This is an optimization exercise on Yosys and OpenROAD, whose aim is small area, not a production implementation.
Where RTL was checked, it was by simulation tests only, not by an equivalence proof against the original.
No activity file was given, so power comes from the tool's default toggle rates.

==> module ICMP, before the edit <==
module ICMP(readmode,sendmode,hardreset,inputdata,typeoficmpin,codein,restofheaderin,clock,outputmessage,outputvalid,restofheaderout,typeoficmpout,codeout);
input hardreset;
input [31:0] inputdata;
input [31:0] restofheaderin;
input [7:0] typeoficmpin;
input [7:0] codein;
input clock;
input readmode;
input sendmode;
output [31:0] outputmessage;
output outputvalid;
output reg [31:0] restofheaderout;
output reg [7:0] typeoficmpout;
output reg [7:0] codeout;
reg [3:0] cnt;
reg ms, mr;
reg [31:0] p0, p1, p2, p3, p4;
reg [15:0] acc;
wire idle   = (cnt == 4'd0);
wire s_e1   = ms & (cnt == 4'd1);
wire rot    = ms & (cnt >= 4'd4) & (cnt <= 4'd8);
wire first  = ms & (cnt == 4'd4);
wire ins    = ms & (cnt == 4'd8);
wire swin   = ms & (idle | (cnt >= 4'd9));
wire rwin   = mr & (idle | (cnt >= 4'd5));
always @(posedge clock) begin
  if (hardreset) begin
    cnt <= 4'd0;
    ms <= 1'b0;
    mr <= 1'b0;
  end else if (idle) begin
    mr <= readmode;
    ms <= sendmode & ~readmode;
    cnt <= {3'b000, readmode | sendmode};
  end else if ((ms & (cnt == 4'd12)) | (mr & (cnt == 4'd6))) begin
    cnt <= 4'd0;
  end else begin
    cnt <= cnt + 4'd1;
  end
end
wire [15:0] acc_op = first ? 16'd8 : acc;
wire [15:0] sum = acc_op + p0[31:16] + p0[15:0];
always @(posedge clock) begin
  acc <= sum;
  p4 <= rot ? p0 : inputdata;
  p3 <= s_e1 ? restofheaderin : p4;
  p2 <= s_e1 ? {typeoficmpin, codein, 16'd0} : p3;
  p1 <= p2;
  p0 <= {p1[31:16], ins ? sum : p1[15:0]};
end
always @(posedge clock) begin
  if (hardreset) begin
    restofheaderout <= 32'd0;
    typeoficmpout <= 8'd0;
    codeout <= 8'd0;
  end else begin
    if (mr & (cnt == 4'd2)) begin
      typeoficmpout <= p4[31:24];
      codeout <= p4[23:16];
    end
    if (mr & (cnt == 4'd3))
      restofheaderout <= p4;
  end
end
assign outputvalid = swin;
assign outputmessage = ({32{swin}} & p0) | ({32{rwin}} & p3);
endmodule
make LEC_CHECK=0 CAP_MARGIN=20 CORE_MARGIN=2 CORE_UTILIZATION=40 SLEW_MARGIN=20 finish   # period 5.0 ns
run.sh (not shown) runs the stock make flow with config.mk's settings and CLKGATE_MAP_FILE= SYNTH_SCRIPT=/design/flow/synth_recipe.tcl, a recipe that flattens the netlist after the stock synthesis.
The starting point finished with timing, DRC and antenna clean.
==> next run, changes <==
==> flow/design.v (replaced) <==
`timescale 1ns / 1ps
module ICMP(readmode,sendmode,hardreset,inputdata,typeoficmpin,codein,restofheaderin,clock,outputmessage,outputvalid,restofheaderout,typeoficmpout,codeout);
input hardreset;
input [31:0] inputdata;
input [31:0] restofheaderin;
input [7:0] typeoficmpin;
input [7:0] codein;
input clock;
input readmode;
input sendmode;
output [31:0] outputmessage;
output outputvalid;
output reg [31:0] restofheaderout;
output reg [7:0] typeoficmpout;
output reg [7:0] codeout;
reg [3:0] cnt;
reg ms, mr;
reg [15:0] h0, h1, h2, h3, h4;
reg [15:0] l1, l2, l3, l4;
reg [15:0] lo;
wire idle   = (cnt == 4'd0);
wire s_e1   = ms & (cnt == 4'd1);
wire rot    = ms & (cnt >= 4'd4);
wire accum  = ms & (cnt >= 4'd4) & (cnt <= 4'd8);
wire first  = ms & (cnt == 4'd4);
wire swin   = ms & (idle | (cnt >= 4'd9));
wire rwin   = mr & (idle | (cnt >= 4'd5));
always @(posedge clock) begin
  if (hardreset) begin
    cnt <= 4'd0;
    ms <= 1'b0;
    mr <= 1'b0;
  end else if (idle) begin
    mr <= readmode;
    ms <= sendmode & ~readmode;
    cnt <= {3'b000, readmode | sendmode};
  end else if ((ms & (cnt == 4'd12)) | (mr & (cnt == 4'd6))) begin
    cnt <= 4'd0;
  end else begin
    cnt <= cnt + 4'd1;
  end
end
wire [15:0] acc_op = first ? 16'd8 : lo;
wire [15:0] lo_op  = first ? 16'd0 : l1;
wire [15:0] sum = acc_op + h0 + lo_op;
always @(posedge clock) begin
  h4 <= rot ? h0 : inputdata[31:16];
  h3 <= s_e1 ? restofheaderin[31:16] : h4;
  h2 <= s_e1 ? {typeoficmpin, codein} : h3;
  h1 <= h2;
  h0 <= h1;
  l1 <= rot ? l2 : inputdata[15:0];
  l2 <= l3;
  l3 <= l4;
  l4 <= s_e1 ? restofheaderin[15:0] : l1;
  lo <= accum ? sum : l1;
end
always @(posedge clock) begin
  if (hardreset) begin
    restofheaderout <= 32'd0;
    typeoficmpout <= 8'd0;
    codeout <= 8'd0;
  end else begin
    if (mr & (cnt == 4'd2)) begin
      typeoficmpout <= h4[15:8];
      codeout <= h4[7:0];
    end
    if (mr & (cnt == 4'd3))
      restofheaderout <= {h4, l1};
  end
end
assign outputvalid = swin;
assign outputmessage = ({32{swin}} & {h0, lo}) | ({32{rwin}} & {h3, l4});
endmodule
Design area shrinks by 2.7%.
Total power shrinks by 20%.
Worst hold slack hardly moves.
Wire length shrinks by 3.4%.
Maximum frequency grows by 2.8%.
Non-clock buffer count grows by 3.
Area after synthesis shrinks by 4.5%.
Sequential power shrinks by 12%.
Global-route usage hardly moves.
First-iteration DRC count grows by 7.0%.
Die area shrinks by 4.4%.
Core utilization grows by 1.0 points.
Sequential share of layout area shrinks by 1.9 points.
For the first run of this note, only the layout was checked, not whether the RTL still works.

[afterwards: timing with drivers on the ports]
No port has a modelled driver above. Below, the same layouts with a new extraction and two added sets of constraints.
Step 1, drivers: a clkbuf_16 drives clock and a buf_2 each remaining input, both assumed.
Step 2 moves the port delays by t, midway between the first and last clock arrival at a register: inputs arrive t later, outputs are due t later. That takes back most of the time a late clock gives input paths.
Slacks: ideal ports / drivers / drivers and shift; pairs: ideal ports / drivers.
| run | shift t [ns] | slack for setup (ns) | worst hold slack (ns) | worst setup path at the end |
|---|---|---|---|---|
| the first run | 0.540 | 0.524 / 0.480 / 0.969 | 0.319 / 0.319 / 0.319 | register to register |
| the second run | 0.545 | 0.647 / 0.647 / 0.647 | 0.322 / 0.322 / 0.322 | register to register |
After both steps setup and hold are still met in every run listed.
